From an optimization exercise on the open Yosys and OpenROAD flow, aimed at small area, a short achievable clock period and few clock cycles; shortcuts taken in it are not production practice. Function not checked in this run: the RTL went through the layout flow alone. Power figures rest on the tool's default switching activity, not on a simulated workload.

==> design/flow/design.v <==
`timescale 1ns / 1ns
module systol_new1(read_select, result, finish, start, read_data, clk, rst, we, ws);
input start, clk, rst;
input [7:0] read_data;
output [13:0] read_select;
output [7:0] result;
output finish;
output we;
output [13:0] ws;
localparam H  = 6;                
localparam D  = H + 2;            
localparam NS = 48 / H;           
localparam L  = 2 * D + 1;        
localparam [11:0] OFF_ROW0 = -12'd150;                        
localparam [11:0] OFF_ROW49 = 12'd50 * (D - 5) - 12'd1;       
localparam [11:0] OFF_SAME = -12'd201;                        
localparam [11:0] OFF_NEXT = 12'd50 * (D - 4) - 12'd2;        
localparam [11:0] OFF_XS = -12'd52;                           
localparam [11:0] OFF_SAME49 = -12'd201 + 12'd50 - 12'd50 * H;  
reg busy;
reg [2:0] k;                      
reg [5:0] c;                      
reg [3:0] s;                      
reg [11:0] ra;                    
reg [7:0] sr [0:L-1];
reg [9:0] h0, h1;
reg [11:0] u;
reg [7:0] result_r;
reg [11:0] ws_r;
reg we_r, finish_r;
wire last_k = (k == D - 1);
wire last_s = (s == NS - 1);
wire fin    = busy && (k == 3'd2) && (c == 6'd51);
reg busy_nx;
reg [2:0] k_nx;
reg [5:0] c_nx;
reg [3:0] s_nx;
reg [11:0] ra_nx;
always @*
begin
	busy_nx = 0;
	k_nx = 0;
	c_nx = 0;
	s_nx = 0;
	ra_nx = 0;
	if (busy && !fin)
	begin
		busy_nx = 1;
		s_nx = s;
		if (last_k)
		begin
			if ((c == 6'd49) && !last_s)
			begin
				s_nx = s + 1'b1;
				ra_nx = ra - 12'd99;
			end
			else
			begin
				c_nx = c + 1'b1;
				ra_nx = ra - 12'd50 * (D - 1) + 12'd1;
			end
		end
		else
		begin
			k_nx = k + 1'b1;
			c_nx = c;
			ra_nx = ra + 12'd50;
		end
	end
	else if (!busy && start)
	begin
		busy_nx = 1;
		k_nx = 1;
		ra_nx = 12'd50;
	end
end
always @(posedge clk)
begin
	if (rst)
	begin
		busy <= 0;
		k <= 0;
		c <= 0;
		s <= 0;
		ra <= 0;
	end
	else
	begin
		busy <= busy_nx;
		k <= k_nx;
		c <= c_nx;
		s <= s_nx;
		ra <= ra_nx;
	end
end
wire same_col = (k_nx >= 3'd5);
wire nc0 = (c_nx == 6'd0);
wire nc1 = (c_nx == 6'd1);
wire ns0 = (s_nx == 4'd0);
wire cx0  = same_col ? nc0 : nc1;
wire cx1  = same_col ? nc1 : (c_nx == 6'd2);
wire cx50 = same_col ? (c_nx == 6'd50) : (c_nx == 6'd51);
wire slot_a = (k_nx == 3'd3);
wire slot_b = (k_nx == 3'd4);
wire wr_a = slot_a && ns0 && (c_nx <= 6'd49);
wire wr_b = slot_b && (s_nx == NS - 1) && !nc0 && (c_nx <= 6'd50);
wire wr_i = !slot_a && !slot_b && (same_col ? !(nc0 && ns0) : !(ns0 && (nc0 || nc1)));
reg wen_q, fin_q;
reg [1:0] rsel_q;                 
reg [2:0] osel_q;
always @(posedge clk)
begin
	if (rst)
	begin
		wen_q <= 0;
		fin_q <= 0;
	end
	else
	begin
		wen_q <= busy_nx && (wr_a || wr_b || wr_i);
		fin_q <= busy_nx && (k_nx == 3'd2) && (c_nx == 6'd51);
	end
	rsel_q <= slot_a ? 2'd1 : slot_b ? 2'd2 : (cx0 | cx1 | cx50) ? 2'd3 : 2'd0;
	osel_q <= slot_a ? 3'd0 : slot_b ? 3'd1 :
	          same_col ? (cx0 ? 3'd2 : 3'd3) :
	          nc0 ? 3'd4 : cx0 ? 3'd4 : 3'd5;
end
reg [11:0] off;
always @*
	case (osel_q)
	3'd0: off = OFF_ROW0;
	3'd1: off = OFF_ROW49;
	3'd2: off = OFF_SAME49;
	3'd3: off = OFF_SAME;
	3'd4: off = OFF_XS;
	default: off = OFF_NEXT;
	endcase
integer i;
always @(posedge clk)
begin
	sr[0] <= read_data;
	for (i = 1; i < L; i = i + 1)
		sr[i] <= sr[i-1];
	h0 <= {2'd0, sr[0]} + {1'b0, sr[D], 1'b0} + {2'd0, sr[2*D]};
	h1 <= h0;
	u <= {2'b0, h1} + {1'b0, h0, 1'b0};
end
wire [11:0] vsum = u + {2'd0, h0};
always @(posedge clk)
begin
	if (rst)
	begin
		we_r <= 0;
		finish_r <= 0;
	end
	else
	begin
		we_r <= wen_q;
		finish_r <= fin_q;
	end
	ws_r <= ra + off;
	case (rsel_q)
	2'd0: result_r <= vsum[11:4];
	2'd1: result_r <= sr[1];
	2'd2: result_r <= sr[3];
	default: result_r <= sr[D+2];
	endcase
end
assign read_select = {2'b00, ra};
assign result = result_r;
assign ws = {2'b00, ws_r};
assign we = we_r;
assign finish = finish_r;
endmodule
==> design/flow/flow/run.sh <==
#!/bin/bash
# Layout flow: the standard flow (standard synthesis unchanged), with
#  - port buffers made from buf_1 cells instead of the default delay buffers,
#  - clock tree from clkbuf_16 in clusters of up to 28 sinks, without
#    dummy loads.
# Each tool's full output stays in the ORFS logs folder; the make output is
# kept in flow_make.log here.
set -euo pipefail
bash standard.sh \
  "BUFFER_PORTS_ARGS=-buffer_cell sky130_fd_sc_hd__buf_1" \
  "CTS_ARGS=-sink_clustering_enable -repair_clock_nets -buf_list sky130_fd_sc_hd__clkbuf_16 -sink_clustering_size 28 -sink_clustering_max_diameter 300 -dont_use_dummy_load" \
  finish > flow_make.log 2>&1
==> design/flow/standard.sh <==
#!/bin/bash
# synth_recipe.tcl (not shown) runs the flow's synth.tcl, then flattens the netlist and writes it again
# the make line also repeats each setting of config.mk as NAME=value (left out here)
make -C /OpenROAD-flow-scripts/flow DESIGN_CONFIG=/design/flow/config.mk WORK_HOME=/design/flow/orfs CLKGATE_MAP_FILE= SYNTH_SCRIPT=/design/flow/synth_recipe.tcl "${@:-finish}"
==> design/flow/config.mk <==
export PLATFORM = sky130hd
export DESIGN_NAME = systol_new1
export DESIGN_NICKNAME = systol_new1
export VERILOG_FILES = /design/flow/design.v
export SDC_FILE = /design/flow/constraint.sdc
export NUM_CORES = 4
export LEC_CHECK = 0
export CAP_MARGIN = 20
export CORE_MARGIN = 2
export CORE_UTILIZATION = 40
export SETUP_SLACK_MARGIN = 4.4
export SLEW_MARGIN = 20
==> design/flow/constraint.sdc <==
create_clock -name core_clock -period 7.0 [get_ports {clk}]
set_input_delay 1.4000 -clock core_clock [delete_from_list [all_inputs] [get_ports {clk}]]
set_output_delay 1.4000 -clock core_clock [all_outputs]
set_load 0.01 [all_outputs]
==> results.txt <==
[per-stage QoR]
stage                     utilization  power [mW]  worst slack (ns)  area [um2]
after global placement          0.425        2.24              4.03        8230
after floorplan                     -        2.08              4.41        7830
after global routing            0.449        3.05              4.27        8690
after detailed placement        0.425        2.25              3.88        8230
final                           0.449        2.86              4.42        8690
after CTS                       0.443        2.91              4.40        8560
[routing by layer]
layer	wire length, um	share of wire	vias up	track usage
met5	0	0	-	0
met4	235	0.017	0	0.0382
li1	-	-	2424	-
met2	6550	0.47	79	0.227
met3	518	0.037	17	0.0220
met1	6580	0.47	2300	0.183
[cell type report]
cell class	count	area, um2	share of cell area
multi-input cells	408	3230	0.372
clock buffers	11	275	0.0317
flip-flops and latches	223	4490	0.516
repair buffers	52	238	0.0274
inverters	33	128	0.0147
well taps	265	332	0.0382
[logic make-up (layout without fill, tap and decap cells)]
group | count (synthesis) | in the layout | synth area share
adders and majority gates | 59 | 59 | 0.104
buffers and inverters | 53 | 96 | 0.0282
AOI/OAI and AO/OA | 120 | 120 | 0.101
other | 1 | 4 | 0.000480
DFF | 223 | 223 | 0.572
and+or+nand+nor | 162 | 162 | 0.110
xor gates and xnor gates | 49 | 49 | 0.0550
muxes | 14 | 14 | 0.0293
[worst max-delay path, delay by kind of cell, from the launching register on]
kind            cells  cell delay [ns]
simple gates        3             0.24
compound gates      4             0.91
buf+inv             3             0.29
fa+ha+maj           2             0.51
flops               1             0.39
xor+xnor            1             0.12
[state kept, by name, indices dropped and copies added, names as in the netlist, 2 cells and up]
name	count
ws_r	12
sr	136
c	6
osel_q	3
h0	10
result_r	8
k	3
s	4
ra	12
h1	10
u	12
rsel_q	2
[what timing repair did]
action,in CTS,in global routing
gates cloned,0,0
setup buffers,1,7
setup endpoints to repair,20,14
gates resized for setup,19,24
pin swaps,2,11
[cells in the final DEF (no fill, tap or decap), types with 3 or more instances in the layout]
cell type  count
inv_1         30
or4_1          3
xor2_1        20
nand2b_1       4
mux4_2         7
mux2i_1        6
and3_1         6
a21o_1         8
buf_4          5
o21ai_1        6
dfxtp_2       11
o211ai_1       3
o21bai_1       3
nor2_1        54
and4_1         4
a31oi_1       10
o21ai_0       18
nand2_1       27
xnor2_1       29
o21a_1         3
clkbuf_16     11
or2_2          3
a32oi_1        3
a21oi_1       37
or3_1          3
buf_1         44
dfxtp_1      210
nand4_1        3
o31a_1         3
nand3_1       16
ha_1          46
fa_1           8
conb_1         4
nor3_1        10
nor2b_1        8
nand3b_1       3
[where the power goes]
part	switching, mW	leakage, nW	internal [mW]
Sequential	0.0708	1.87	1.43
Clock	0.359	0.136	0.284
Combinational	0.361	1.46	0.359
Total	0.791	3.47	2.07
[final timing paths]
path | startpoint | cells past startpoint | end | slack, ns
setup / recovery | osel_q[0]$_SDFF_PN0_ | 13 | ws_r[8]$_DFF_P_ | 4.42
hold / removal | sr[14][0]$_DFF_P_ | 0 | sr[15][0]$_DFF_P_ | 0.33
setup reg to reg | osel_q[0]$_SDFF_PN0_ | 13 | ws_r[8]$_DFF_P_ | 4.42
hold reg to reg | sr[14][0]$_DFF_P_ | 0 | sr[15][0]$_DFF_P_ | 0.33
==> flow_summary.json <==
{
  "status": "finished clean",
  "ant_nets": 0,
  "grtUsageTotal": 0.136,
  "htree_levels": 1,
  "yosys.area.top_type": "dfxtp_1",
  "cts_buffers": 11,
  "slowest_delay_ns": 0.39,
  "fin_crit_sh": 0.368,
  "ys_async_sr_fraction": 0,
  "drt_wl_total_um": 13900,
  "cp_data_arrival_time_ns": 2.94,
  "drive_gt1_frac": 0.0990,
  "hold_class": "register to register",
  "clk_path_buf_depth": 3,
  "critical_path_class": "register to register",
  "die_y_um": 144,
  "seq_area_frac_synth": 0.572,
  "cts.sinks": 223,
  "grt_pass1_vias": 4673,
  "synth_cells": 681,
  "ys_types": 71,
  "wire_per_inst_um": 14.0,
  "synth_top_area_frac": 0.572,
  "grt_pass1_wl_um": 22600,
  "synth-seq-cells": 223,
  "post-place-cells": 973,
  "worstMarginPinSlew_ns": 0.762,
  "netlist_area_mm2": 0.00781,
  "coreArea_mm2": 0.0193,
  "dr.first_iter.drc_count": 249,
  "antenna_cells": 0,
  "finalMaxSlewViolations": 0,
  "power_density_mw_per_mm2": 329,
  "die_w_um": 144,
  "synthToLayoutAreaGrowth_pct": 11.3,
  "fmax_ghz": 0.388,
  "vias_per_cell": 4.86,
  "grt_max_degree": 29,
  "dr.pass1.iters": 4,
  "antenna_found_initial": 0,
  "synth_area_leaders": "dfxtp_1, ha_1, xnor2_1, nor2_1, fa_1",
  "gp_congestion": 0.857,
  "hold_viol": 0,
  "die_area_mm2": 0.0207,
  "hold_ws_ns": 0.328,
  "required_ns": 7.36,
  "slew_headroom": 0.491,
  "clk_pin_slew_worst_paths_ns": 0.11,
  "synthMostInstantiatedCell": "dfxtp_1",
  "cp_slowest_cell": "dfxtp_4",
  "vias": 4820,
  "synth_edf_count": 0,
  "fin_cells": 992,
  "setup_viol": 0,
  "cts_root_buf": "clkbuf_16",
  "layout.nets": 799,
  "io_pins": 49,
  "ys_top_cells_by_count": "dfxtp_1, nor2_1, ha_1, a21oi_1, inv_1",
  "route.detailed.drc": 0,
  "dpl.hpwl_um": 9680,
  "ir_drop_mv": 0.163,
  "cts_hold_buf": 0,
  "start_util": 0.404,
  "synth_warnings": 2,
  "fin_worst_skew_ns": 0.0195,
  "path_cells": "nor2_4 > or2_4 > inv_4 > ha_4 > fa_2 > a21o_1 > a21oi_2 > o21bai_2 > a2111oi_4 > buf_4 > buf_6 > nor2_2 > xnor2_1",
  "post_synth.cell_area_avg_um2": 11.5,
  "clkLatencyLatePin_ns": 0.46,
  "worst_setup_path_end_kind": "register",
  "grt-ovfl-total": 0,
  "fillers": 1832,
  "synth_ff_type": "dfxtp_1",
  "critPathMaxFanout": 8,
  "maxCapViolations": 0,
  "port_buffers": 44,
  "critPathLaunchType": "register",
  "p_leak_nw": 3.47,
  "cts_tree": "done",
  "min_period_ns": 2.58,
  "rows": 51,
  "setup_tns_ns": 0,
  "rsz0062_at_grt": "true"
}

==> afterwards: timing with drivers on the ports <==
Ports are ideal in the flow. The routed layout listed here was re-timed in OpenROAD. Step 1, drivers: a clkbuf_16 drives clk and a buf_2 each remaining input, both assumed. Step 2 moves the port delays by t, midway between the first and last clock arrival at a register: inputs arrive t later, outputs are due t later. That takes back most of the time a late clock gives input paths. a / b / c = ideal / step 1 / step 2; a / b = the first two.
t (ns): 0.502
setup WS [ns]: 4.425 / 4.413 / 4.176
worst register clock-pin slew, ns: 0.11 / 0.11
worst data-port slew with drivers (ns): 0.03
After both steps setup and hold are still met in this run. The setup slack of this run moves by -0.012 ns with the drivers and by -0.249 ns with both steps.
